This is an optimization exercise on Yosys and OpenROAD, whose aim is small area and a short achievable clock period, not a production implementation.
No functional check of the RTL was part of any run shown here.
Power is estimated from default activity; no workload was simulated.

`flow/flow/run.sh`:
```
#!/bin/bash
# The standard layout, with the port buffers that buffer_ports inserts made
# sky130_fd_sc_hd__buf_1 instead of the cell it picks on its own.
set -euo pipefail
bash standard.sh BUFFER_PORTS_ARGS="-buffer_cell sky130_fd_sc_hd__buf_1" finish > standard_make.log 2>&1
```
`flow/standard.sh`:
```
#!/bin/bash
# synth_recipe.tcl (not shown) runs the flow's synth.tcl, then flattens the netlist and writes it again
# the make line also repeats each setting of config.mk as NAME=value (left out here)
make -C /OpenROAD-flow-scripts/flow DESIGN_CONFIG=/design/flow/config.mk WORK_HOME=/design/flow/orfs CLKGATE_MAP_FILE= SYNTH_SCRIPT=/design/flow/synth_recipe.tcl "${@:-finish}"
```
`flow/config.mk`:
```
export PLATFORM = sky130hd
export DESIGN_NAME = BLOCK_ULA_OPS
export DESIGN_NICKNAME = BLOCK_ULA_OPS
export VERILOG_FILES = /design/flow/design.v
export SDC_FILE = /design/flow/constraint.sdc
export NUM_CORES = 4
export LEC_CHECK = 0
export CAP_MARGIN = 20
export CORE_MARGIN = 2
export CORE_UTILIZATION = 65
export PLACE_DENSITY = 0.75
export SETUP_SLACK_MARGIN = 0.9
export SLEW_MARGIN = 20
export SYNTH_HIERARCHICAL = 1
```
`flow/constraint.sdc`:
```
create_clock -name core_clock -period 11.0 [get_ports {clk}]
set_input_delay 2.2000 -clock core_clock [delete_from_list [all_inputs] [get_ports {clk}]]
set_output_delay 2.2000 -clock core_clock [all_outputs]
set_load 0.01 [all_outputs]
```
`flow/design.v`:
```
module ULA_FA (input a, input b, input c, output s, output co);
    assign s = a ^ b ^ c;
    assign co = (a & b) | (a & c) | (b & c);
endmodule
module ULA_HS (input a, input b, output s);
    assign s = ~(a ^ b);
endmodule
module ULA_HC (input a, input b, output co);
    assign co = a | b;
endmodule
module BLOCK_ULA_OPS #(
    parameter DATA_WIDTH = 8,
    parameter ADDR_WIDTH = 12,
    parameter ULA_WIDTH = 24
    ) (
        input clk,
        input [(ADDR_WIDTH-1):0] MUX_REG1_IN,                    
        input [(DATA_WIDTH-1):0] REG1_IN,
        input [(DATA_WIDTH-1):0] MUX_REG2_IN_0,  
        input [(ADDR_WIDTH-1):0] MUX_REG2_IN_1,  
        input [(ADDR_WIDTH-1):0] MUX_REG2_IN_2,  
        input [(DATA_WIDTH-1):0] REG2_IN,
        output wire [(ULA_WIDTH-1):0] ULA_OUT,
        output reg REG_COMP_OUT,
        output reg REG_OVERFLOW_OUT,
        input [1:0] SEL_MUX1,
        input [1:0] SEL_MUX2,
        input CTRL_REG_OP1, CTRL_REG_OP2,
        input CTRL_REG_OVERFLOW, CTRL_REG_COMP,
        input [3:0] SEL_ULA
    );
reg [(DATA_WIDTH-1):0] REG1_OUT, REG2_OUT;
    always @ (posedge clk)  
    begin
        if(CTRL_REG_OP1)
            REG1_OUT <= REG1_IN;
    end
    always @ (posedge clk)  
    begin
        if(CTRL_REG_OP2)
            REG2_OUT <= REG2_IN;
    end
    wire ahi = (SEL_MUX1 == 2'b01);
    wire [11:0] a12 = (SEL_MUX1 == 2'b00) ? 12'h000 :
                      (SEL_MUX1 == 2'b01) ? 12'hFFF :
                      (SEL_MUX1 == 2'b10) ? MUX_REG1_IN :
                                            {4'h0, REG1_OUT};
    wire [11:0] b12 = (SEL_MUX2 == 2'b00) ? MUX_REG2_IN_2 :
                      (SEL_MUX2 == 2'b01) ? MUX_REG2_IN_1 :
                      (SEL_MUX2 == 2'b10) ? {4'h0, MUX_REG2_IN_0} :
                                            {4'h0, REG2_OUT};
    wire op_mul = (SEL_ULA == 4'd2);
    wire mneg = op_mul & ahi;
    wire op_brow = (SEL_ULA == 4'd0) || (SEL_ULA == 4'd1) || (SEL_ULA == 4'd5) ||
                   (SEL_ULA == 4'd6) || (SEL_ULA == 4'd7) || (SEL_ULA == 4'd8);
    genvar gi, gj;
    wire mul_j = op_mul & (SEL_MUX1 == 2'b10);
    wire mul_r = op_mul & (SEL_MUX1 == 2'b11);
    wire [11:0] am = ({12{mul_j}} & MUX_REG1_IN) | ({12{mul_r}} & {4'h0, REG1_OUT}) |
                     {11'h000, op_brow};
    reg [3:0] tt_e, tt_o;
    reg cin;
    always @* begin
        cin = 1'b0;
        tt_e = 4'b0000;
        case (SEL_ULA)
            4'd0, 4'd4:  tt_e = 4'b1100;                    
            4'd1:        begin tt_e = 4'b0011; cin = 1'b1; end  
            4'd2:        begin tt_e = {1'b0, mneg, 1'b0, mneg}; cin = mneg; end  
            4'd6:        tt_e = 4'b1111;
            4'd7:        cin = 1'b1;
            4'd12:       tt_e = 4'b0011;                    
            4'd13:       tt_e = 4'b1000;                    
            4'd14:       tt_e = 4'b1110;                    
            4'd15:       tt_e = 4'b0110;                    
            default:     tt_e = 4'b0000;
        endcase
        tt_o = (SEL_ULA == 4'd8) ? 4'b1111 : tt_e;
    end
    wire [11:0] x;
    generate for (gi = 0; gi < 12; gi = gi + 1) begin : g_x
        wire [3:0] tt = gi[0] ? tt_o : tt_e;
        assign x[gi] = (tt[3] & a12[gi] & b12[gi]) | (tt[2] & a12[gi] & ~b12[gi]) |
                       (tt[1] & ~a12[gi] & b12[gi]) | (tt[0] & ~a12[gi] & ~b12[gi]);
    end endgenerate
    wire hf = ((SEL_ULA == 4'd0) || (SEL_ULA == 4'd4) || (SEL_ULA == 4'd14) || (SEL_ULA == 4'd15)) ? ahi :
              ((SEL_ULA == 4'd1) || (SEL_ULA == 4'd12)) ? ~ahi :
              (SEL_ULA == 4'd6) || mneg;
    wire ha = (SEL_ULA == 4'd8);
    wire [23:12] h = {12{hf}} | ({12{ha}} & 12'hAAA);
    wire [11:0] ppn [0:11];
    generate for (gi = 0; gi < 12; gi = gi + 1) begin : g_pp
        for (gj = 0; gj < 12; gj = gj + 1) begin : g_ppj
            if (gj == 1 && gi < 11)
                assign ppn[gi][gj] = ~((b12[gi] & am[gj]) | x[gi + 1]);
            else if (gj == 11 && gi > 0)
                assign ppn[gi][gj] = ~((b12[gi] & am[gj]) | h[gi + 11]);
            else
                assign ppn[gi][gj] = ~(b12[gi] & am[gj]);
        end
    end endgenerate
    wire [11:0] xn = ~x;
    wire cinn = ~cin;
    wire hn23 = ~h[23];
    wire ts_1, tc_2, ts_3, tc_4, ts_5, tc_6, ts_7, tc_8, ts_9, tc_10, ts_11, tc_12, ts_13, tc_14, ts_15, tc_16, ts_17, tc_18, ts_19, tc_20, ts_21, tc_22, ts_23, tc_24, ts_25, tc_26, ts_27, tc_28, ts_29, tc_30, ts_31, tc_32, ts_33, tc_34, ts_35, tc_36, ts_37, tc_38, ts_39, tc_40, ts_43, tc_44, ts_45, tc_46, ts_49, tc_50, ts_51, tc_52, ts_55, tc_56, ts_57, tc_58, ts_61, tc_62, ts_63, tc_64, ts_65, tc_66, ts_67, tc_68, ts_69, tc_70, ts_71, tc_72, ts_73, tc_74, ts_75, tc_76, ts_77, tc_78, ts_79, tc_80, ts_81, tc_82, ts_83, tc_84, ts_85, tc_86, ts_87, tc_88, ts_89, tc_90, ts_91, tc_92, ts_95, tc_96, ts_99, tc_100, ts_103, tc_104, ts_105, tc_106, ts_107, tc_108, ts_109, tc_110, ts_111, tc_112, ts_113, tc_114, ts_115, tc_116, ts_117, tc_118, ts_119, tc_120, ts_121, tc_122, ts_123, tc_124, ts_125, tc_126, ts_127, tc_128, ts_129, tc_130, ts_131, tc_132, ts_133, tc_134, ts_135, tc_136, ts_137, tc_138, ts_139, tc_140, ts_141, tc_142, ts_143, tc_144, ts_145, tc_146, ts_147, tc_148, ts_149, tc_150, ts_151, tc_152, ts_153, tc_154, ts_155, tc_156, ts_157, tc_158, ts_159, tc_160, ts_161, tc_162, ts_163, tc_164, ts_165, tc_166, ts_167, tc_168, ts_169, tc_170, ts_171, tc_172, ts_173, tc_174, ts_175, tc_176, ts_177, tc_178, ts_179, tc_180, ts_181, tc_182, ts_185, tc_186, ts_193, tc_194, ts_195, tc_196, ts_197, tc_198, ts_199, tc_200, ts_201, tc_202, ts_203, tc_204, ts_205, tc_206, ts_207, tc_208, ts_209, tc_210, ts_211, tc_212, ts_213, tc_214, ts_215, tc_216, ts_217, tc_218, ts_219, tc_220, ts_221, tc_222, ts_223, tc_224, ts_41, tc_42, ts_47, tc_48, ts_53, tc_54, ts_59, tc_60, ts_93, tc_94, ts_97, tc_98, ts_101, tc_102, ts_183, tc_184, ts_187, tc_188, ts_189, tc_190, ts_191, tc_192;
    ULA_FA fa0 (.a(ppn[0][9]), .b(ppn[1][8]), .c(ppn[2][7]), .s(ts_1), .co(tc_2));
    ULA_FA fa1 (.a(ppn[0][10]), .b(ppn[1][9]), .c(ppn[2][8]), .s(ts_3), .co(tc_4));
    ULA_FA fa2 (.a(ppn[3][7]), .b(ppn[4][6]), .c(ppn[5][5]), .s(ts_5), .co(tc_6));
    ULA_FA fa3 (.a(ppn[0][11]), .b(ppn[1][10]), .c(ppn[2][9]), .s(ts_7), .co(tc_8));
    ULA_FA fa4 (.a(ppn[3][8]), .b(ppn[4][7]), .c(ppn[5][6]), .s(ts_9), .co(tc_10));
    ULA_FA fa5 (.a(ppn[6][5]), .b(ppn[7][4]), .c(ppn[8][3]), .s(ts_11), .co(tc_12));
    ULA_FA fa6 (.a(ppn[2][10]), .b(ppn[3][9]), .c(ppn[4][8]), .s(ts_13), .co(tc_14));
    ULA_FA fa7 (.a(ppn[5][7]), .b(ppn[6][6]), .c(ppn[7][5]), .s(ts_15), .co(tc_16));
    ULA_FA fa8 (.a(ppn[8][4]), .b(ppn[9][3]), .c(ppn[10][2]), .s(ts_17), .co(tc_18));
    ULA_FA fa9 (.a(ppn[3][10]), .b(ppn[4][9]), .c(ppn[5][8]), .s(ts_19), .co(tc_20));
    ULA_FA fa10 (.a(ppn[6][7]), .b(ppn[7][6]), .c(ppn[8][5]), .s(ts_21), .co(tc_22));
    ULA_FA fa11 (.a(ppn[4][10]), .b(ppn[5][9]), .c(ppn[6][8]), .s(ts_23), .co(tc_24));
    ULA_FA fa12 (.a(ppn[0][6]), .b(ppn[1][5]), .c(ppn[2][4]), .s(ts_25), .co(tc_26));
    ULA_FA fa13 (.a(ppn[0][7]), .b(ppn[1][6]), .c(ppn[2][5]), .s(ts_27), .co(tc_28));
    ULA_FA fa14 (.a(ppn[3][4]), .b(ppn[4][3]), .c(ppn[5][2]), .s(ts_29), .co(tc_30));
    ULA_FA fa15 (.a(ppn[0][8]), .b(ppn[1][7]), .c(ppn[2][6]), .s(ts_31), .co(tc_32));
    ULA_FA fa16 (.a(ppn[3][5]), .b(ppn[4][4]), .c(ppn[5][3]), .s(ts_33), .co(tc_34));
    ULA_FA fa17 (.a(ppn[6][2]), .b(ppn[8][0]), .c(ppn[7][1]), .s(ts_35), .co(tc_36));
    ULA_FA fa18 (.a(ppn[3][6]), .b(ppn[4][5]), .c(ppn[5][4]), .s(ts_37), .co(tc_38));
    ULA_FA fa19 (.a(ppn[6][3]), .b(ppn[7][2]), .c(ppn[9][0]), .s(ts_39), .co(tc_40));
    ULA_FA fa20 (.a(ppn[6][4]), .b(ppn[7][3]), .c(ppn[8][2]), .s(ts_43), .co(tc_44));
    ULA_FA fa21 (.a(ppn[10][0]), .b(tc_2), .c(ts_3), .s(ts_45), .co(tc_46));
    ULA_FA fa22 (.a(ppn[9][2]), .b(ppn[11][0]), .c(tc_4), .s(ts_49), .co(tc_50));
    ULA_FA fa23 (.a(tc_6), .b(ts_7), .c(ts_9), .s(ts_51), .co(tc_52));
    ULA_FA fa24 (.a(ppn[11][1]), .b(ppn[1][11]), .c(tc_8), .s(ts_55), .co(tc_56));
    ULA_FA fa25 (.a(tc_10), .b(tc_12), .c(ts_13), .s(ts_57), .co(tc_58));
    ULA_FA fa26 (.a(ppn[9][4]), .b(ppn[10][3]), .c(ppn[11][2]), .s(ts_61), .co(tc_62));
    ULA_FA fa27 (.a(ppn[2][11]), .b(tc_14), .c(tc_16), .s(ts_63), .co(tc_64));
    ULA_FA fa28 (.a(tc_18), .b(ts_19), .c(ts_21), .s(ts_65), .co(tc_66));
    ULA_FA fa29 (.a(ppn[7][7]), .b(ppn[8][6]), .c(ppn[9][5]), .s(ts_67), .co(tc_68));
    ULA_FA fa30 (.a(ppn[10][4]), .b(ppn[11][3]), .c(ppn[3][11]), .s(ts_69), .co(tc_70));
    ULA_FA fa31 (.a(tc_20), .b(tc_22), .c(ts_23), .s(ts_71), .co(tc_72));
    ULA_FA fa32 (.a(ppn[5][10]), .b(ppn[6][9]), .c(ppn[7][8]), .s(ts_73), .co(tc_74));
    ULA_FA fa33 (.a(ppn[8][7]), .b(ppn[9][6]), .c(ppn[10][5]), .s(ts_75), .co(tc_76));
    ULA_FA fa34 (.a(ppn[11][4]), .b(ppn[4][11]), .c(tc_24), .s(ts_77), .co(tc_78));
    ULA_FA fa35 (.a(ppn[6][10]), .b(ppn[7][9]), .c(ppn[8][8]), .s(ts_79), .co(tc_80));
    ULA_FA fa36 (.a(ppn[9][7]), .b(ppn[10][6]), .c(ppn[11][5]), .s(ts_81), .co(tc_82));
    ULA_FA fa37 (.a(ppn[7][10]), .b(ppn[8][9]), .c(ppn[9][8]), .s(ts_83), .co(tc_84));
    ULA_FA fa38 (.a(ppn[0][4]), .b(ppn[1][3]), .c(ppn[2][2]), .s(ts_85), .co(tc_86));
    ULA_FA fa39 (.a(ppn[0][5]), .b(ppn[1][4]), .c(ppn[2][3]), .s(ts_87), .co(tc_88));
    ULA_FA fa40 (.a(ppn[3][2]), .b(ppn[5][0]), .c(ppn[4][1]), .s(ts_89), .co(tc_90));
    ULA_FA fa41 (.a(ppn[3][3]), .b(ppn[4][2]), .c(ppn[6][0]), .s(ts_91), .co(tc_92));
    ULA_FA fa42 (.a(ppn[7][0]), .b(tc_26), .c(ts_27), .s(ts_95), .co(tc_96));
    ULA_FA fa43 (.a(tc_28), .b(tc_30), .c(ts_31), .s(ts_99), .co(tc_100));
    ULA_FA fa44 (.a(tc_32), .b(tc_34), .c(ts_37), .s(ts_103), .co(tc_104));
    ULA_FA fa45 (.a(ts_39), .b(tc_36), .c(ts_41), .s(ts_105), .co(tc_106));
    ULA_FA fa46 (.a(tc_38), .b(tc_40), .c(ts_43), .s(ts_107), .co(tc_108));
    ULA_FA fa47 (.a(ts_45), .b(tc_42), .c(ts_47), .s(ts_109), .co(tc_110));
    ULA_FA fa48 (.a(tc_44), .b(ts_49), .c(tc_46), .s(ts_111), .co(tc_112));
    ULA_FA fa49 (.a(ts_51), .b(tc_48), .c(ts_53), .s(ts_113), .co(tc_114));
    ULA_FA fa50 (.a(tc_50), .b(ts_55), .c(tc_52), .s(ts_115), .co(tc_116));
    ULA_FA fa51 (.a(ts_57), .b(ts_59), .c(tc_54), .s(ts_117), .co(tc_118));
    ULA_FA fa52 (.a(ts_61), .b(tc_56), .c(tc_58), .s(ts_119), .co(tc_120));
    ULA_FA fa53 (.a(tc_60), .b(ts_63), .c(ts_65), .s(ts_121), .co(tc_122));
    ULA_FA fa54 (.a(tc_62), .b(ts_67), .c(ts_69), .s(ts_123), .co(tc_124));
    ULA_FA fa55 (.a(tc_64), .b(tc_66), .c(ts_71), .s(ts_125), .co(tc_126));
    ULA_FA fa56 (.a(tc_68), .b(ts_73), .c(ts_75), .s(ts_127), .co(tc_128));
    ULA_FA fa57 (.a(tc_70), .b(ts_77), .c(tc_72), .s(ts_129), .co(tc_130));
    ULA_FA fa58 (.a(ppn[5][11]), .b(tc_74), .c(tc_76), .s(ts_131), .co(tc_132));
    ULA_FA fa59 (.a(ts_79), .b(ts_81), .c(tc_78), .s(ts_133), .co(tc_134));
    ULA_FA fa60 (.a(ppn[10][7]), .b(ppn[11][6]), .c(ppn[6][11]), .s(ts_135), .co(tc_136));
    ULA_FA fa61 (.a(tc_80), .b(tc_82), .c(ts_83), .s(ts_137), .co(tc_138));
    ULA_FA fa62 (.a(ppn[8][10]), .b(ppn[9][9]), .c(ppn[10][8]), .s(ts_139), .co(tc_140));
    ULA_FA fa63 (.a(ppn[11][7]), .b(ppn[7][11]), .c(tc_84), .s(ts_141), .co(tc_142));
    ULA_FA fa64 (.a(ppn[9][10]), .b(ppn[10][9]), .c(ppn[11][8]), .s(ts_143), .co(tc_144));
    ULA_FA fa65 (.a(ppn[0][3]), .b(ppn[1][2]), .c(ppn[3][0]), .s(ts_145), .co(tc_146));
    ULA_FA fa66 (.a(ppn[4][0]), .b(ts_85), .c(ppn[3][1]), .s(ts_147), .co(tc_148));
    ULA_FA fa67 (.a(tc_86), .b(ts_87), .c(ts_89), .s(ts_149), .co(tc_150));
    ULA_FA fa68 (.a(tc_88), .b(ts_91), .c(tc_90), .s(ts_151), .co(tc_152));
    ULA_FA fa69 (.a(tc_92), .b(ts_95), .c(tc_94), .s(ts_153), .co(tc_154));
    ULA_FA fa70 (.a(tc_96), .b(ts_99), .c(tc_98), .s(ts_155), .co(tc_156));
    ULA_FA fa71 (.a(tc_100), .b(ts_103), .c(tc_102), .s(ts_157), .co(tc_158));
    ULA_FA fa72 (.a(tc_104), .b(ts_107), .c(tc_106), .s(ts_159), .co(tc_160));
    ULA_FA fa73 (.a(tc_108), .b(ts_111), .c(tc_110), .s(ts_161), .co(tc_162));
    ULA_FA fa74 (.a(tc_112), .b(ts_115), .c(ts_117), .s(ts_163), .co(tc_164));
    ULA_FA fa75 (.a(tc_116), .b(ts_119), .c(ts_121), .s(ts_165), .co(tc_166));
    ULA_FA fa76 (.a(ts_123), .b(tc_120), .c(tc_122), .s(ts_167), .co(tc_168));
    ULA_FA fa77 (.a(ts_127), .b(tc_124), .c(ts_129), .s(ts_169), .co(tc_170));
    ULA_FA fa78 (.a(tc_128), .b(ts_131), .c(ts_133), .s(ts_171), .co(tc_172));
    ULA_FA fa79 (.a(ts_135), .b(tc_132), .c(ts_137), .s(ts_173), .co(tc_174));
    ULA_FA fa80 (.a(ts_139), .b(tc_136), .c(ts_141), .s(ts_175), .co(tc_176));
    ULA_FA fa81 (.a(ppn[8][11]), .b(tc_140), .c(ts_143), .s(ts_177), .co(tc_178));
    ULA_FA fa82 (.a(ppn[10][10]), .b(ppn[11][9]), .c(ppn[9][11]), .s(ts_179), .co(tc_180));
    ULA_FA fa83 (.a(ppn[0][0]), .b(xn[0]), .c(cinn), .s(ts_181), .co(tc_182));
    ULA_FA fa84 (.a(ppn[0][2]), .b(ppn[2][0]), .c(ppn[1][1]), .s(ts_185), .co(tc_186));
    ULA_FA fa85 (.a(ts_93), .b(ts_151), .c(tc_150), .s(ts_193), .co(tc_194));
    ULA_FA fa86 (.a(ts_97), .b(tc_152), .c(ts_153), .s(ts_195), .co(tc_196));
    ULA_FA fa87 (.a(tc_154), .b(ts_155), .c(ts_101), .s(ts_197), .co(tc_198));
    ULA_FA fa88 (.a(tc_156), .b(ts_105), .c(ts_157), .s(ts_199), .co(tc_200));
    ULA_FA fa89 (.a(ts_109), .b(tc_158), .c(ts_159), .s(ts_201), .co(tc_202));
    ULA_FA fa90 (.a(ts_113), .b(tc_160), .c(ts_161), .s(ts_203), .co(tc_204));
    ULA_FA fa91 (.a(tc_114), .b(tc_162), .c(ts_163), .s(ts_205), .co(tc_206));
    ULA_FA fa92 (.a(tc_118), .b(ts_165), .c(tc_164), .s(ts_207), .co(tc_208));
    ULA_FA fa93 (.a(ts_125), .b(tc_166), .c(ts_167), .s(ts_209), .co(tc_210));
    ULA_FA fa94 (.a(tc_126), .b(tc_168), .c(ts_169), .s(ts_211), .co(tc_212));
    ULA_FA fa95 (.a(tc_130), .b(ts_171), .c(tc_170), .s(ts_213), .co(tc_214));
    ULA_FA fa96 (.a(tc_134), .b(ts_173), .c(tc_172), .s(ts_215), .co(tc_216));
    ULA_FA fa97 (.a(tc_138), .b(ts_175), .c(tc_174), .s(ts_217), .co(tc_218));
    ULA_FA fa98 (.a(tc_142), .b(ts_177), .c(tc_176), .s(ts_219), .co(tc_220));
    ULA_FA fa99 (.a(tc_144), .b(ts_179), .c(tc_178), .s(ts_221), .co(tc_222));
    ULA_FA fa100 (.a(ppn[11][10]), .b(ppn[10][11]), .c(tc_180), .s(ts_223), .co(tc_224));
    ULA_HS ha0s (.a(ts_1), .b(ppn[8][1]), .s(ts_41));
    ULA_HC ha0c (.a(ts_1), .b(ppn[8][1]), .co(tc_42));
    ULA_HS ha1s (.a(ts_5), .b(ppn[9][1]), .s(ts_47));
    ULA_HC ha1c (.a(ts_5), .b(ppn[9][1]), .co(tc_48));
    ULA_HS ha2s (.a(ts_11), .b(ppn[10][1]), .s(ts_53));
    ULA_HC ha2c (.a(ts_11), .b(ppn[10][1]), .co(tc_54));
    ULA_HS ha3s (.a(ts_15), .b(ts_17), .s(ts_59));
    ULA_HC ha3c (.a(ts_15), .b(ts_17), .co(tc_60));
    ULA_HS ha4s (.a(ts_25), .b(ppn[5][1]), .s(ts_93));
    ULA_HC ha4c (.a(ts_25), .b(ppn[5][1]), .co(tc_94));
    ULA_HS ha5s (.a(ts_29), .b(ppn[6][1]), .s(ts_97));
    ULA_HC ha5c (.a(ts_29), .b(ppn[6][1]), .co(tc_98));
    ULA_HS ha6s (.a(ts_33), .b(ts_35), .s(ts_101));
    ULA_HC ha6c (.a(ts_33), .b(ts_35), .co(tc_102));
    ULA_HS ha7s (.a(ppn[1][0]), .b(ppn[0][1]), .s(ts_183));
    ULA_HC ha7c (.a(ppn[1][0]), .b(ppn[0][1]), .co(tc_184));
    ULA_HS ha8s (.a(ts_145), .b(ppn[2][1]), .s(ts_187));
    ULA_HC ha8c (.a(ts_145), .b(ppn[2][1]), .co(tc_188));
    ULA_HS ha9s (.a(tc_146), .b(ts_147), .s(ts_189));
    ULA_HC ha9c (.a(tc_146), .b(ts_147), .co(tc_190));
    ULA_HS ha10s (.a(tc_148), .b(ts_149), .s(ts_191));
    ULA_HC ha10c (.a(tc_148), .b(ts_149), .co(tc_192));
    wire [23:0] row1 = {(hn23), tc_224, tc_222, tc_220, tc_218, tc_216, tc_214, tc_212, tc_210, tc_208, tc_206, tc_204, tc_202, tc_200, tc_198, tc_196, tc_194, tc_192, tc_190, tc_188, tc_186, tc_184, tc_182, ts_181};
    wire [23:0] row2 = {1'b1, ppn[11][11], ts_223, ts_221, ts_219, ts_217, ts_215, ts_213, ts_211, ts_209, ts_207, ts_205, ts_203, ts_201, ts_199, ts_197, ts_195, ts_193, ts_191, ts_189, ts_187, ts_185, ts_183, 1'b1};
    wire [23:0] cp = row1 ^ row2;
    wire [23:0] cg = row1 & row2;
    wire ag1 = cg[1] | (cp[1] & (cg[0] | cp[0]));
    wire ag2 = cg[3] | (cp[3] & cg[2]);
    wire ap2 = cp[3] & cp[2];
    wire ag3 = cg[5] | (cp[5] & cg[4]);
    wire ap3 = cp[5] & cp[4];
    wire ag4 = cg[2] | (cp[2] & ag1);
    wire ag5 = ag2 | (ap2 & ag1);
    wire ag6 = cg[6] | (cp[6] & ag3);
    wire ap6 = cp[6] & ap3;
    wire ag7 = cg[4] | (cp[4] & ag5);
    wire ag8 = ag3 | (ap3 & ag5);
    wire ag9 = ag6 | (ap6 & ag5);
    wire ag10 = cg[8] | (cp[8] & cg[7]);
    wire ap10 = cp[8] & cp[7];
    wire ag11 = cg[10] | (cp[10] & cg[9]);
    wire ap11 = cp[10] & cp[9];
    wire ag12 = cg[12] | (cp[12] & cg[11]);
    wire ap12 = cp[12] & cp[11];
    wire ag13 = cg[14] | (cp[14] & cg[13]);
    wire ap13 = cp[14] & cp[13];
    wire ag14 = cg[16] | (cp[16] & cg[15]);
    wire ap14 = cp[16] & cp[15];
    wire ag15 = cg[18] | (cp[18] & cg[17]);
    wire ap15 = cp[18] & cp[17];
    wire ag16 = cg[20] | (cp[20] & cg[19]);
    wire ap16 = cp[20] & cp[19];
    wire ag17 = cg[22] | (cp[22] & cg[21]);
    wire ap17 = cp[22] & cp[21];
    wire ag18 = cg[9] | (cp[9] & ag10);
    wire ap18 = cp[9] & ap10;
    wire ag19 = ag11 | (ap11 & ag10);
    wire ap19 = ap11 & ap10;
    wire ag20 = cg[13] | (cp[13] & ag12);
    wire ap20 = cp[13] & ap12;
    wire ag21 = ag13 | (ap13 & ag12);
    wire ap21 = ap13 & ap12;
    wire ag22 = cg[17] | (cp[17] & ag14);
    wire ap22 = cp[17] & ap14;
    wire ag23 = ag15 | (ap15 & ag14);
    wire ap23 = ap15 & ap14;
    wire ag24 = cg[21] | (cp[21] & ag16);
    wire ap24 = cp[21] & ap16;
    wire ag25 = ag17 | (ap17 & ag16);
    wire ap25 = ap17 & ap16;
    wire ag26 = cg[11] | (cp[11] & ag19);
    wire ap26 = cp[11] & ap19;
    wire ag27 = ag12 | (ap12 & ag19);
    wire ap27 = ap12 & ap19;
    wire ag28 = ag20 | (ap20 & ag19);
    wire ap28 = ap20 & ap19;
    wire ag29 = ag21 | (ap21 & ag19);
    wire ap29 = ap21 & ap19;
    wire ag30 = cg[19] | (cp[19] & ag23);
    wire ap30 = cp[19] & ap23;
    wire ag31 = ag16 | (ap16 & ag23);
    wire ap31 = ap16 & ap23;
    wire ag32 = ag24 | (ap24 & ag23);
    wire ap32 = ap24 & ap23;
    wire ag33 = ag25 | (ap25 & ag23);
    wire ap33 = ap25 & ap23;
    wire ag34 = cg[15] | (cp[15] & ag29);
    wire ap34 = cp[15] & ap29;
    wire ag35 = ag14 | (ap14 & ag29);
    wire ap35 = ap14 & ap29;
    wire ag36 = ag22 | (ap22 & ag29);
    wire ap36 = ap22 & ap29;
    wire ag37 = ag23 | (ap23 & ag29);
    wire ap37 = ap23 & ap29;
    wire ag38 = ag30 | (ap30 & ag29);
    wire ap38 = ap30 & ap29;
    wire ag39 = ag31 | (ap31 & ag29);
    wire ap39 = ap31 & ap29;
    wire ag40 = ag32 | (ap32 & ag29);
    wire ap40 = ap32 & ap29;
    wire ag41 = ag33 | (ap33 & ag29);
    wire ap41 = ap33 & ap29;
    wire ag42 = cg[7] | (cp[7] & ag9);
    wire ag43 = ag10 | (ap10 & ag9);
    wire ag44 = ag18 | (ap18 & ag9);
    wire ag45 = ag19 | (ap19 & ag9);
    wire ag46 = ag26 | (ap26 & ag9);
    wire ag47 = ag27 | (ap27 & ag9);
    wire ag48 = ag28 | (ap28 & ag9);
    wire ag49 = ag29 | (ap29 & ag9);
    wire ag50 = ag34 | (ap34 & ag9);
    wire ag51 = ag35 | (ap35 & ag9);
    wire ag52 = ag36 | (ap36 & ag9);
    wire ag53 = ag37 | (ap37 & ag9);
    wire ag54 = ag38 | (ap38 & ag9);
    wire ag55 = ag39 | (ap39 & ag9);
    wire ag56 = ag40 | (ap40 & ag9);
    wire ag57 = ag41 | (ap41 & ag9);
    wire [23:0] res;
    assign res[0] = cp[0];
    assign res[1] = ~(cp[1] ^ (cg[0] | cp[0]));
    assign res[2] = ~(cp[2] ^ ag1);
    assign res[3] = ~(cp[3] ^ ag4);
    assign res[4] = ~(cp[4] ^ ag5);
    assign res[5] = ~(cp[5] ^ ag7);
    assign res[6] = ~(cp[6] ^ ag8);
    assign res[7] = ~(cp[7] ^ ag9);
    assign res[8] = ~(cp[8] ^ ag42);
    assign res[9] = ~(cp[9] ^ ag43);
    assign res[10] = ~(cp[10] ^ ag44);
    assign res[11] = ~(cp[11] ^ ag45);
    assign res[12] = ~(cp[12] ^ ag46);
    assign res[13] = ~(cp[13] ^ ag47);
    assign res[14] = ~(cp[14] ^ ag48);
    assign res[15] = ~(cp[15] ^ ag49);
    assign res[16] = ~(cp[16] ^ ag50);
    assign res[17] = ~(cp[17] ^ ag51);
    assign res[18] = ~(cp[18] ^ ag52);
    assign res[19] = ~(cp[19] ^ ag53);
    assign res[20] = ~(cp[20] ^ ag54);
    assign res[21] = ~(cp[21] ^ ag55);
    assign res[22] = ~(cp[22] ^ ag56);
    assign res[23] = ~(cp[23] ^ ag57);
    assign ULA_OUT = res;
    wire [12:0] blt, bgt;
    assign blt[0] = 1'b0;
    assign bgt[0] = 1'b0;
    generate for (gi = 0; gi < 12; gi = gi + 1) begin : g_cmp
        assign blt[gi + 1] = (~b12[gi] & a12[gi]) | (~b12[gi] & blt[gi]) | (a12[gi] & blt[gi]);
        assign bgt[gi + 1] = (b12[gi] & ~a12[gi]) | (b12[gi] & bgt[gi]) | (~a12[gi] & bgt[gi]);
    end endgenerate
    wire comp = (SEL_ULA == 4'd9)  ? (~ahi & ~blt[12] & ~bgt[12]) :
                (SEL_ULA == 4'd10) ? (ahi | blt[12]) :
                (SEL_ULA == 4'd11) ? (~ahi & bgt[12]) :
                1'b0;
    wire ovf = ((SEL_ULA == 4'd0) || (SEL_ULA == 4'd2)) && (|ULA_OUT[23:8]);
    always @ (posedge clk)   
    begin
        if(CTRL_REG_COMP)
            REG_COMP_OUT <= comp;
    end
    always @ (posedge clk)  
    begin
        if(CTRL_REG_OVERFLOW)
            REG_OVERFLOW_OUT <= ovf;
    end
endmodule
```
==> impl_metrics.csv, run 1 <==
group,metric,value,unit
routing,drt_iter0_drc,614,
sta,setup_viol,0,
sta,worst_pin_slew,873.2,ps
critical_path,critPathCaptureType,"primary output",
floorplan,ioPinCount,99,
clock_tree,insertion_delay,250,ps
grt,grt_pass1_wl,30710,microns
worst_hold_path,min_to,"REG_COMP_OUT$_DFFE_PP_",
critical_path,startpoint_type,"input pin",
critical_path,worstSetupPathType,"in -> out",
clock_tree,root_buffer,"clkbuf_8",
power_and_ir_drop,vdd_drop_max,0.00008486,V
synthesis,netlist_instances,690,
finish,fin_nets,1021,
critical_path,worstPathRequired,8800,ps
critical_path,r2r-end,"REG_OVERFLOW_OUT$_DFFE_PP_",
finish,syn2layout_area_growth,19.69,%
clock_tree,cts_max_level,1,
job,cap_violations,0,
synthesis,synth-main-ff-cell,"edfxtp_1",
critical_path,crit_arrival,7800,ps
clock_tree,clock_tree.buffer_depth,2,
placement,finalWeightedCongestion,0.9874,
power_and_ir_drop,powerDensity,73.20,mW/mm^2
power_and_ir_drop,pwr-share-clk,0.089,
synthesis,synth.top_cells.by_area,"fa_1 (35%), nand2_1 (10%), edfxtp_1 (9.1%)",
finish,multiInputGateArea,0.005394,sq mm
grt,antenna_found_initial,0,
critical_path,critPathMaxFanout,8,
grt,grt_use_total,0.3988,
synthesis,yosys.area.top_type,"fa_1",
power_and_ir_drop,p_switching,0.2577,mW
sta,rsz0062_at_grt,"no",
routing,via_per_inst,6.631,
finish,num-fill-cells,573,
critical_path,worst_r2r_path_depth,17,
placement,detailed_place_hpwl,14990,microns
worst_hold_path,whs_path_depth,6,
clock_tree,clk_pin_slew,70,ps
synthesis,synth_mux_area_frac,0.05031,
floorplan,initial_core_util,0.6777,
synthesis,syn_avg_cell_area,8.650,sq um
synthesis,synth_top_family_by_area,"adder cells",
synthesis,seq_area_frac_synth,0.09057,
sta,hold_slack,1398,ps
grt,grt_pass1_vias,6098,
floorplan,die_h,99.82,microns
routing,wire_per_inst,21.21,microns
power_and_ir_drop,internal_power,0.2651,mW
synthesis,synth-simple-area-share,0.1954,
synthesis,netlist.area_leader.share,0.3488,
grt,grt_max_degree,26,
worst_hold_path,worstHoldStart,"REG1_OUT[3]$_DFFE_PP_",
synthesis,ys_ff_latch,18,
power_and_ir_drop,swShare,0.4929,
sta,maxSlewHeadroom,0.4117,
synthesis,synth-adder-area-share,0.3987,
routing,drc,0,
synthesis,synth_compound_area_frac,0.1807,
finish,regArea,540.5,sq um
synthesis,synth_commonest_cells,"nand2_1 (166), fa_1 (104), a21oi_1 (47)",
synthesis,synth.most_common_cell,"nand2_1",
finish,diodes,0,
synthesis,async_flop_share,0,
power_and_ir_drop,power.leakage,2.171,nW
routing,dr.pass1.iters,5,
worst_hold_path,min_path_type,"reg -> reg",
floorplan,rows,34,
floorplan,core_area,0.008806,sq mm
synthesis,synth_cell_type_count,57,
sta,fin_tns_setup,0,ps
clock_tree,cts_tree,"yes",
sta,finalHoldViolCount,0,
critical_path,r2r_slack,4510,ps
routing,vias,6160,
critical_path,timing.rr.start,"REG2_OUT[3]$_DFFE_PP_",
routing,ant_nets,0,
synthesis,synth_nets,889,
routing,wirelength,19700,microns
grt,gr-total-overflow,0,
synthesis,synth-xor-area-share,0.04549,
floorplan,die_w,99.82,microns
sta,max_freq,99.99,MHz
power_and_ir_drop,pwr-share-seq,0.160,
synthesis,synth_edf_count,18,
sta,drv_slew,0,
power_and_ir_drop,p_comb_frac,0.751,
finish,drive_above_1_share,0.1705,
synthesis,yosys_warnings,7,
clock_tree,numCtsBuffers,3,
sta,fin_skew,5.662,ps
synthesis,synth_area,0.005968,sq mm
floorplan,dieArea,0.009964,sq mm
clock_tree,cts_sinks,18,
placement,port_buffers,98,
run_status,status,"finished clean",
sta,min_period,10000,ps
sta,fin_crit_sh,0.9092,
## per-module statistics from Yosys, one instance, submodules excluded
module / flops+latches / cells inside / cell area [sq um] / times used
BLOCK_ULA_OPS: 18 / 567 / 3781 / 1
ULA_FA: 0 / 1 / 20.02 / 101
ULA_HC: 0 / 1 / 6.256 / 11
ULA_HS: 0 / 1 / 8.758 / 11
## metrics by stage
step | setup WS (ps) | instance area (sq um) | util | power, mW | instances
final | 999.1 | 7143 | 0.8112 | 0.5229 | 929
after global routing | 843.0 | 7143 | 0.8112 | 0.5631 | 929
after CTS | 904.8 | 6813 | 0.7737 | 0.4961 | 909
after detailed placement | 426.5 | 6548 | 0.7435 | 0.4405 | 885
after global placement | 654.4 | 6548 | 0.7435 | 0.4278 | 885
after floorplan | 902.1 | 5969 | - | 0.3333 | 690
## layer usage
| layer | share of wire | GRT usage | vias up |
|---|---|---|---|
| met2 | 0.48 | 0.6866 | 500 |
| met3 | 0.11 | 0.05850 | 126 |
| met4 | 0.067 | 0.1886 | 0 |
| li1 | - | - | 2652 |
| met1 | 0.34 | 0.4986 | 2882 |
| met5 | 0 | 0 | - |
## layout make-up
class / count / share of cell area
Timing Repair Buffer: 171 / 0.1363
Tap cell: 108 / 0.01892
Clock inverter: 1 / 0.0005255
Sequential cell: 18 / 0.07567
Inverter: 14 / 0.007707
Clock buffer: 3 / 0.005780
Multi-Input combinational cell: 614 / 0.7551
## power groups by stage
stage               registers, mW  clock network, mW  logic [mW]
floorplan                  0.0843                  0       0.249
detailed placement         0.0851                  0       0.355
finish                     0.0837             0.0465       0.393
CTS                        0.0836             0.0464       0.366
global placement           0.0848                  0       0.343
global route               0.0841             0.0493       0.430
## sequential cells by signal (all words and copies together), names as in the netlist
name,cells
REG1_OUT,8
REG_OVERFLOW_OUT,1
REG2_OUT,8
REG_COMP_OUT,1
## cells by family after synthesis
logic type / Yosys count
buf+inv: 59
xor+xnor: 31
compound gates: 164
flops: 18
simple gates: 270
fa+ha+maj: 128
mux: 20
## how the worst max path moves through the flow
stage / endpoint / startpoint / cells after the start / slack, ps
global route: ULA_OUT[22] / SEL_ULA[0] / 20 / 840
detailed placement: ULA_OUT[23] / SEL_MUX1[0] / 20 / 430
finish: ULA_OUT[22] / SEL_ULA[0] / 19 / 1000
CTS: ULA_OUT[23] / SEL_ULA[3] / 22 / 900
floorplan: ULA_OUT[23] / SEL_ULA[1] / 21 / 900
global placement: ULA_OUT[23] / SEL_ULA[0] / 20 / 650
## critical path, stage by stage
cell,delay [ps]
clkbuf_4,160
nand2b_4,170
nor4_4,340
and2_4,270
nand2_1,110
fa_2,400
fa_1,480
fa_1,560
fa_1,430
fa_1,510
ha_2,290
and4_4,200
a221o_1,370
a22o_1,190
a21o_1,190
o31a_1,260
o21a_1,220
or2_2,310
buf_1,130
## cells in the final DEF, fill, tap and decap left out, types with 4 or more instances in the layout
| cell type | netlist | layout |
|---|---|---|
| nand2_1 | 166 | 165 |
| nor2_1 | 38 | 31 |
| xnor2_1 | 20 | 20 |
| a21boi_0 | 6 | 6 |
| buf_1 | 4 | 92 |
| mux4_2 | 8 | 8 |
| xor2_1 | 11 | 11 |
| edfxtp_1 | 18 | 18 |
| nand3b_1 | 4 | 4 |
| a221oi_1 | 6 | 5 |
| o21a_1 | 6 | 6 |
| inv_1 | 13 | 13 |
| nor3_1 | 14 | 14 |
| ha_1 | 22 | 19 |
| o22ai_1 | 10 | 10 |
| o221ai_1 | 7 | 6 |
| nor2_2 | 0 | 4 |
| a21o_1 | 19 | 19 |
| fa_2 | 0 | 5 |
| buf_4 | 1 | 65 |
| nand3_1 | 6 | 5 |
| a21oi_2 | 1 | 8 |
| mux2i_1 | 12 | 12 |
| a31oi_1 | 6 | 6 |
| fa_1 | 104 | 99 |
| o21ai_1 | 4 | 4 |
| o21ai_0 | 24 | 24 |
| buf_6 | 0 | 6 |
| or3_1 | 4 | 4 |
| a21oi_1 | 47 | 40 |
| nand2b_1 | 6 | 4 |
| or2_1 | 11 | 11 |
| buf_2 | 5 | 4 |
| a211oi_1 | 4 | 4 |
## repair_timing
item                       in CTS  in global routing
resized for setup              25                 43
buffers inserted               20                 19
pin swaps                       2                  7
hold buffers                    0                  0
setup endpoints to repair       6                  7
cloned                          0                  1
==> run 2: changes to the inputs <==
--- a/flow/design.v
+++ b/flow/design.v
@@ -236,116 +236,106 @@
     wire ag3 = cg[5] | (cp[5] & cg[4]);
     wire ap3 = cp[5] & cp[4];
-    wire ag4 = cg[2] | (cp[2] & ag1);
-    wire ag5 = ag2 | (ap2 & ag1);
-    wire ag6 = cg[6] | (cp[6] & ag3);
-    wire ap6 = cp[6] & ap3;
-    wire ag7 = cg[4] | (cp[4] & ag5);
-    wire ag8 = ag3 | (ap3 & ag5);
-    wire ag9 = ag6 | (ap6 & ag5);
-    wire ag10 = cg[8] | (cp[8] & cg[7]);
-    wire ap10 = cp[8] & cp[7];
-    wire ag11 = cg[10] | (cp[10] & cg[9]);
-    wire ap11 = cp[10] & cp[9];
-    wire ag12 = cg[12] | (cp[12] & cg[11]);
-    wire ap12 = cp[12] & cp[11];
-    wire ag13 = cg[14] | (cp[14] & cg[13]);
-    wire ap13 = cp[14] & cp[13];
-    wire ag14 = cg[16] | (cp[16] & cg[15]);
-    wire ap14 = cp[16] & cp[15];
-    wire ag15 = cg[18] | (cp[18] & cg[17]);
-    wire ap15 = cp[18] & cp[17];
-    wire ag16 = cg[20] | (cp[20] & cg[19]);
-    wire ap16 = cp[20] & cp[19];
-    wire ag17 = cg[22] | (cp[22] & cg[21]);
-    wire ap17 = cp[22] & cp[21];
-    wire ag18 = cg[9] | (cp[9] & ag10);
-    wire ap18 = cp[9] & ap10;
-    wire ag19 = ag11 | (ap11 & ag10);
-    wire ap19 = ap11 & ap10;
-    wire ag20 = cg[13] | (cp[13] & ag12);
-    wire ap20 = cp[13] & ap12;
-    wire ag21 = ag13 | (ap13 & ag12);
-    wire ap21 = ap13 & ap12;
-    wire ag22 = cg[17] | (cp[17] & ag14);
-    wire ap22 = cp[17] & ap14;
-    wire ag23 = ag15 | (ap15 & ag14);
-    wire ap23 = ap15 & ap14;
-    wire ag24 = cg[21] | (cp[21] & ag16);
-    wire ap24 = cp[21] & ap16;
-    wire ag25 = ag17 | (ap17 & ag16);
-    wire ap25 = ap17 & ap16;
-    wire ag26 = cg[11] | (cp[11] & ag19);
-    wire ap26 = cp[11] & ap19;
-    wire ag27 = ag12 | (ap12 & ag19);
-    wire ap27 = ap12 & ap19;
-    wire ag28 = ag20 | (ap20 & ag19);
-    wire ap28 = ap20 & ap19;
-    wire ag29 = ag21 | (ap21 & ag19);
-    wire ap29 = ap21 & ap19;
-    wire ag30 = cg[19] | (cp[19] & ag23);
-    wire ap30 = cp[19] & ap23;
-    wire ag31 = ag16 | (ap16 & ag23);
-    wire ap31 = ap16 & ap23;
-    wire ag32 = ag24 | (ap24 & ag23);
-    wire ap32 = ap24 & ap23;
-    wire ag33 = ag25 | (ap25 & ag23);
-    wire ap33 = ap25 & ap23;
-    wire ag34 = cg[15] | (cp[15] & ag29);
-    wire ap34 = cp[15] & ap29;
-    wire ag35 = ag14 | (ap14 & ag29);
-    wire ap35 = ap14 & ap29;
-    wire ag36 = ag22 | (ap22 & ag29);
-    wire ap36 = ap22 & ap29;
-    wire ag37 = ag23 | (ap23 & ag29);
-    wire ap37 = ap23 & ap29;
-    wire ag38 = ag30 | (ap30 & ag29);
-    wire ap38 = ap30 & ap29;
-    wire ag39 = ag31 | (ap31 & ag29);
-    wire ap39 = ap31 & ap29;
-    wire ag40 = ag32 | (ap32 & ag29);
-    wire ap40 = ap32 & ap29;
-    wire ag41 = ag33 | (ap33 & ag29);
-    wire ap41 = ap33 & ap29;
-    wire ag42 = cg[7] | (cp[7] & ag9);
-    wire ag43 = ag10 | (ap10 & ag9);
-    wire ag44 = ag18 | (ap18 & ag9);
-    wire ag45 = ag19 | (ap19 & ag9);
-    wire ag46 = ag26 | (ap26 & ag9);
-    wire ag47 = ag27 | (ap27 & ag9);
-    wire ag48 = ag28 | (ap28 & ag9);
-    wire ag49 = ag29 | (ap29 & ag9);
-    wire ag50 = ag34 | (ap34 & ag9);
-    wire ag51 = ag35 | (ap35 & ag9);
-    wire ag52 = ag36 | (ap36 & ag9);
-    wire ag53 = ag37 | (ap37 & ag9);
-    wire ag54 = ag38 | (ap38 & ag9);
-    wire ag55 = ag39 | (ap39 & ag9);
-    wire ag56 = ag40 | (ap40 & ag9);
-    wire ag57 = ag41 | (ap41 & ag9);
+    wire ag4 = cg[7] | (cp[7] & cg[6]);
+    wire ap4 = cp[7] & cp[6];
+    wire ag5 = cg[2] | (cp[2] & ag1);
+    wire ag6 = ag2 | (ap2 & ag1);
+    wire ag7 = cg[6] | (cp[6] & ag3);
+    wire ap7 = cp[6] & ap3;
+    wire ag8 = ag4 | (ap4 & ag3);
+    wire ap8 = ap4 & ap3;
+    wire ag9 = cg[4] | (cp[4] & ag6);
+    wire ag10 = ag3 | (ap3 & ag6);
+    wire ag11 = ag7 | (ap7 & ag6);
+    wire ag12 = ag8 | (ap8 & ag6);
+    wire ag13 = cg[8] | (cp[8] & ag12);
+    wire ag14 = cg[10] | (cp[10] & cg[9]);
+    wire ap14 = cp[10] & cp[9];
+    wire ag15 = cg[12] | (cp[12] & cg[11]);
+    wire ap15 = cp[12] & cp[11];
+    wire ag16 = cg[14] | (cp[14] & cg[13]);
+    wire ap16 = cp[14] & cp[13];
+    wire ag17 = cg[16] | (cp[16] & cg[15]);
+    wire ap17 = cp[16] & cp[15];
+    wire ag18 = cg[18] | (cp[18] & cg[17]);
+    wire ap18 = cp[18] & cp[17];
+    wire ag19 = cg[20] | (cp[20] & cg[19]);
+    wire ap19 = cp[20] & cp[19];
+    wire ag20 = cg[22] | (cp[22] & cg[21]);
+    wire ap20 = cp[22] & cp[21];
+    wire ag21 = cg[11] | (cp[11] & ag14);
+    wire ap21 = cp[11] & ap14;
+    wire ag22 = ag15 | (ap15 & ag14);
+    wire ap22 = ap15 & ap14;
+    wire ag23 = cg[15] | (cp[15] & ag16);
+    wire ap23 = cp[15] & ap16;
+    wire ag24 = ag17 | (ap17 & ag16);
+    wire ap24 = ap17 & ap16;
+    wire ag25 = cg[19] | (cp[19] & ag18);
+    wire ap25 = cp[19] & ap18;
+    wire ag26 = ag19 | (ap19 & ag18);
+    wire ap26 = ap19 & ap18;
+    wire ag27 = cg[13] | (cp[13] & ag22);
+    wire ap27 = cp[13] & ap22;
+    wire ag28 = ag16 | (ap16 & ag22);
+    wire ap28 = ap16 & ap22;
+    wire ag29 = ag23 | (ap23 & ag22);
+    wire ap29 = ap23 & ap22;
+    wire ag30 = ag24 | (ap24 & ag22);
+    wire ap30 = ap24 & ap22;
+    wire ag31 = cg[21] | (cp[21] & ag26);
+    wire ap31 = cp[21] & ap26;
+    wire ag32 = ag20 | (ap20 & ag26);
+    wire ap32 = ap20 & ap26;
+    wire ag33 = cg[17] | (cp[17] & ag30);
+    wire ap33 = cp[17] & ap30;
+    wire ag34 = ag18 | (ap18 & ag30);
+    wire ap34 = ap18 & ap30;
+    wire ag35 = ag25 | (ap25 & ag30);
+    wire ap35 = ap25 & ap30;
+    wire ag36 = ag26 | (ap26 & ag30);
+    wire ap36 = ap26 & ap30;
+    wire ag37 = ag31 | (ap31 & ag30);
+    wire ap37 = ap31 & ap30;
+    wire ag38 = ag32 | (ap32 & ag30);
+    wire ap38 = ap32 & ap30;
+    wire ag39 = cg[9] | (cp[9] & ag13);
+    wire ag40 = ag14 | (ap14 & ag13);
+    wire ag41 = ag21 | (ap21 & ag13);
+    wire ag42 = ag22 | (ap22 & ag13);
+    wire ag43 = ag27 | (ap27 & ag13);
+    wire ag44 = ag28 | (ap28 & ag13);
+    wire ag45 = ag29 | (ap29 & ag13);
+    wire ag46 = ag30 | (ap30 & ag13);
+    wire ag47 = ag33 | (ap33 & ag13);
+    wire ag48 = ag34 | (ap34 & ag13);
+    wire ag49 = ag35 | (ap35 & ag13);
+    wire ag50 = ag36 | (ap36 & ag13);
+    wire ag51 = ag37 | (ap37 & ag13);
+    wire ag52 = ag38 | (ap38 & ag13);
     wire [23:0] res;
     assign res[0] = cp[0];
     assign res[1] = ~(cp[1] ^ (cg[0] | cp[0]));
     assign res[2] = ~(cp[2] ^ ag1);
-    assign res[3] = ~(cp[3] ^ ag4);
-    assign res[4] = ~(cp[4] ^ ag5);
-    assign res[5] = ~(cp[5] ^ ag7);
-    assign res[6] = ~(cp[6] ^ ag8);
-    assign res[7] = ~(cp[7] ^ ag9);
-    assign res[8] = ~(cp[8] ^ ag42);
-    assign res[9] = ~(cp[9] ^ ag43);
-    assign res[10] = ~(cp[10] ^ ag44);
-    assign res[11] = ~(cp[11] ^ ag45);
-    assign res[12] = ~(cp[12] ^ ag46);
-    assign res[13] = ~(cp[13] ^ ag47);
-    assign res[14] = ~(cp[14] ^ ag48);
-    assign res[15] = ~(cp[15] ^ ag49);
-    assign res[16] = ~(cp[16] ^ ag50);
-    assign res[17] = ~(cp[17] ^ ag51);
-    assign res[18] = ~(cp[18] ^ ag52);
-    assign res[19] = ~(cp[19] ^ ag53);
-    assign res[20] = ~(cp[20] ^ ag54);
-    assign res[21] = ~(cp[21] ^ ag55);
-    assign res[22] = ~(cp[22] ^ ag56);
-    assign res[23] = ~(cp[23] ^ ag57);
+    assign res[3] = ~(cp[3] ^ ag5);
+    assign res[4] = ~(cp[4] ^ ag6);
+    assign res[5] = ~(cp[5] ^ ag9);
+    assign res[6] = ~(cp[6] ^ ag10);
+    assign res[7] = ~(cp[7] ^ ag11);
+    assign res[8] = ~(cp[8] ^ ag12);
+    assign res[9] = ~(cp[9] ^ ag13);
+    assign res[10] = ~(cp[10] ^ ag39);
+    assign res[11] = ~(cp[11] ^ ag40);
+    assign res[12] = ~(cp[12] ^ ag41);
+    assign res[13] = ~(cp[13] ^ ag42);
+    assign res[14] = ~(cp[14] ^ ag43);
+    assign res[15] = ~(cp[15] ^ ag44);
+    assign res[16] = ~(cp[16] ^ ag45);
+    assign res[17] = ~(cp[17] ^ ag46);
+    assign res[18] = ~(cp[18] ^ ag47);
+    assign res[19] = ~(cp[19] ^ ag48);
+    assign res[20] = ~(cp[20] ^ ag49);
+    assign res[21] = ~(cp[21] ^ ag50);
+    assign res[22] = ~(cp[22] ^ ag51);
+    assign res[23] = ~(cp[23] ^ ag52);
     assign ULA_OUT = res;
     wire [12:0] blt, bgt;
==> run 2 against run 1 <==
Die area down 3.7%. Sequential power about the same. Maximum frequency up 0.84%. Worst hold slack worse by 18 ps. Power down 5.4%. Register-to-register slack worse by 250 ps. Final cell count down 8.5%. Combinational power down 7.6%. Design area down 6.9%. Sequential share of layout area up 0.56 points. First-iteration DRC count down 20%.
==> impl_metrics.csv, run 2 <==
group,metric,value,unit
critical_path,critPathCaptureType,"primary output",
floorplan,dieArea,0.009595,sq mm
synthesis,synth_area,0.005738,sq mm
grt,antenna_found_initial,0,
floorplan,ioPinCount,99,
floorplan,initial_core_util,0.6644,
power_and_ir_drop,power.leakage,1.907,nW
synthesis,syn_avg_cell_area,9.022,sq um
placement,pre_cts_ws,132.2,ps
clock_tree,hold_buffers,0,
synthesis,synth_commonest_cells,"nand2_1 (151), fa_1 (105), a21oi_1 (53)",
routing,drc,0,
finish,multiInputGateArea,0.005109,sq mm
finish,drive_above_1_share,0.1429,
critical_path,startpoint_type,"input pin",
clock_tree,cts_sinks,18,
synthesis,synth_nets,835,
sta,fin_tns_setup,0,ps
sta,worst_pin_slew,745.0,ps
sta,max_freq,100.8,MHz
clock_tree,clock_tree.buffer_depth,2,
finish,num-fill-cells,654,
clock_tree,cts_tree,"yes",
routing,vias,5376,
synthesis,synth-main-ff-cell,"edfxtp_1",
synthesis,synth_edf_count,18,
finish,fin_nets,942,
sta,finalWorstSetupSlack,1082,ps
sta,finalHoldViolCount,0,
finish,top_regs,"REG1_OUT: 8 flops, REG2_OUT: 8 flops",
grt,grt_max_degree,22,
synthesis,netlist_instances,636,
sta,fin_skew,0.9571,ps
sta,maxSlewHeadroom,0.4981,
power_and_ir_drop,vdd_drop_max,0.00009505,V
sta,setup_viol,0,
floorplan,core_area,0.008636,sq mm
sta,hold_slack,1381,ps
critical_path,r2r_slack,4260,ps
critical_path,worstSetupPathType,"in -> out",
critical_path,worstPathRequired,8800,ps
power_and_ir_drop,powerDensity,74.35,mW/mm^2
sta,rsz0062_at_grt,"no",
sta,min_period,9918,ps
routing,wire_per_inst,19.38,microns
worst_hold_path,whs_path_depth,6,
finish,regArea,540.5,sq um
synthesis,synth_cell_type_count,57,
critical_path,worst_r2r_path_depth,19,
grt,grt_pass1_wl,26640,microns
routing,ant_nets,0,
finish,syn2layout_area_growth,15.90,%
synthesis,async_flop_share,0,
synthesis,netlist.area_leader.share,0.3663,
floorplan,rows,34,
synthesis,synth.top_cells.by_area,"fa_1 (37%), nand2_1 (9.9%), edfxtp_1 (9.4%)",
placement,finalWeightedCongestion,0.9600,
grt,gr-total-overflow,0,
synthesis,yosys_warnings,7,
sta,drv_slew,0,
finish,layout_common_cells,"nand2_1 (151), fa_1 (103), buf_1 (91)",
synthesis,yosys.area.top_type,"fa_1",
synthesis,ys_ff_latch,18,
clock_tree,clk_pin_slew,70,ps
placement,port_buffers,98,
finish,post-route-util,0.7701,
routing,via_per_inst,6.325,
sta,fin_crit_sh,0.9016,
critical_path,critPathMaxFanout,7,
finish,diodes,0,
routing,dr.pass1.iters,5,
synthesis,seq_area_frac_synth,0.09420,
placement,detailed_place_hpwl,12760,microns
routing,drt_iter0_drc,490,
synthesis,synth.most_common_cell,"nand2_1",
floorplan,die_w,97.96,microns
run_status,status,"finished clean",
clock_tree,root_buffer,"clkbuf_8",
floorplan,die_h,97.96,microns
grt,grt_pass1_vias,5487,
routing,wirelength,16470,microns
critical_path,crit_arrival,7720,ps
clock_tree,numCtsBuffers,3,
finish,layout_commonest_cell,"nand2_1",
grt,grt_use_total,0.3514,
worst_hold_path,min_path_type,"reg -> reg",
job,cap_violations,0,
clock_tree,cts_max_level,1,
clock_tree,insertion_delay,260,ps
run 2: changes by cell type after synthesis, moves of 5 or more:
cell      delta
nand2_1     -15
o221ai_1     -6
mux2_2       +5
a21oi_1      +6
a31oi_1      -5
a21o_1       -7
nor2_1       -6
o22ai_1      -5
o21a_1       -5
run 2: path summary, 6_finish.rpt:
check / startpoint / to
worst min-delay path: REG1_OUT[3]$_DFFE_PP_ / REG_COMP_OUT$_DFFE_PP_
worst max-delay path: SEL_MUX2[0] / ULA_OUT[19]
worst min register to register: REG1_OUT[3]$_DFFE_PP_ / REG_COMP_OUT$_DFFE_PP_
worst max register to register: REG2_OUT[1]$_DFFE_PP_ / REG_OVERFLOW_OUT$_DFFE_PP_
run 2: worst max-delay path, stage by stage:
cell,delay [ps]
clkbuf_4,190
buf_8,150
mux4_2,630
buf_4,210
nand2_1,70
fa_1,430
fa_1,490
fa_1,450
fa_1,500
fa_1,410
ha_1,310
o21ai_1,110
a21oi_2,70
o211ai_1,280
a21oi_2,150
o31ai_4,340
buf_6,160
nand2b_1,100
a21oi_2,160
xor2_1,140
buf_2,140
run 2: report_power, final:
group,internal [mW],total (mW),switching [mW]
Combinational,0.151,0.363,0.212
Clock,0.0249,0.0477,0.0229
Sequential,0.0814,0.0835,0.00205
run 2: logic make-up after synthesis:
family                   Yosys count  share of synthesized area
AND/OR/NAND/NOR                  248                     0.1906
adder cells (fa/ha/maj)          129                     0.4176
AO/OA/AOI/OAI                    123                     0.1332
buffers and inverters             56                    0.03881
XOR/XNOR                          31                    0.04732
multiplexers                      31                    0.07828
flip-flops                        18                    0.09420
run 2: metrics by stage:
stage                     cell area [sq um]  total power, mW  instances
after floorplan                        5738           0.3182        636
after global placement                 6296           0.4068        830
after detailed placement               6296           0.4177        830
after CTS                              6435           0.4748        839
after global routing                   6650           0.5344        850
final                                  6650           0.4944        850
run 2: timing repair:
item                                    in CTS  in global routing
pin swaps                                    2                 11
gates resized for setup                     19                 40
endpoints found under the setup margin       7                  7
cloned                                       0                  0
endpoints found under the hold margin        0                  0
buffers inserted                             5                 11
run 2: metal layers:
layer  track usage  vias to the layer above  wire length, microns
met4        0.1464                        0                   670
met1        0.4675                     2598                  6074
met5             0                        -                     0
met2        0.5832                      326                  8158
li1              -                     2380                     -
met3       0.05154                       72                  1565
run 2: area by class of cell:
cell class	count	share of cell area
multi-input combinational	562	0.7682
timing repair buffer	144	0.1155
sequential	18	0.08128
tap	108	0.02032
inverter	14	0.007902
clock buffer	3	0.006209
clock inverter	1	0.0005644
run 2: per-module statistics from Yosys (local to each module, per instance):
module	cells	flip-flops and latches
ULA_FA	1	0
ULA_HS	1	0
BLOCK_ULA_OPS	513	18
ULA_HC	1	0

-- port drivers added, routing unchanged --
In the flow no input, the clock included, has a driving cell. The finished layouts below were timed again as built, in two steps. Step 1: set_driving_cell puts a clkbuf_16 on clk and a buf_2 on each other input, an assumption about the parent block. Step 2 adds t to the input delays and takes it off the output delays; t is the mean of the earliest and latest rising clock arrival at the registers after step 1. Input paths then give back, and output paths get back, about the clock's delay inside the block. Three values: ideal, step 1, step 2; two values: the first two.
run | t (ns) | slack for setup (ns) | worst setup path at the end
run 1 | 0.272 | 0.999 / 0.977 / 0.977 | input to output
run 2 | 0.286 | 1.082 / 1.057 / 1.057 | input to output
After both steps every run listed still meets setup and hold. The setup slack of run 2, which loses most, moves by -0.025 ns with the drivers and by -0.025 ns with both steps.
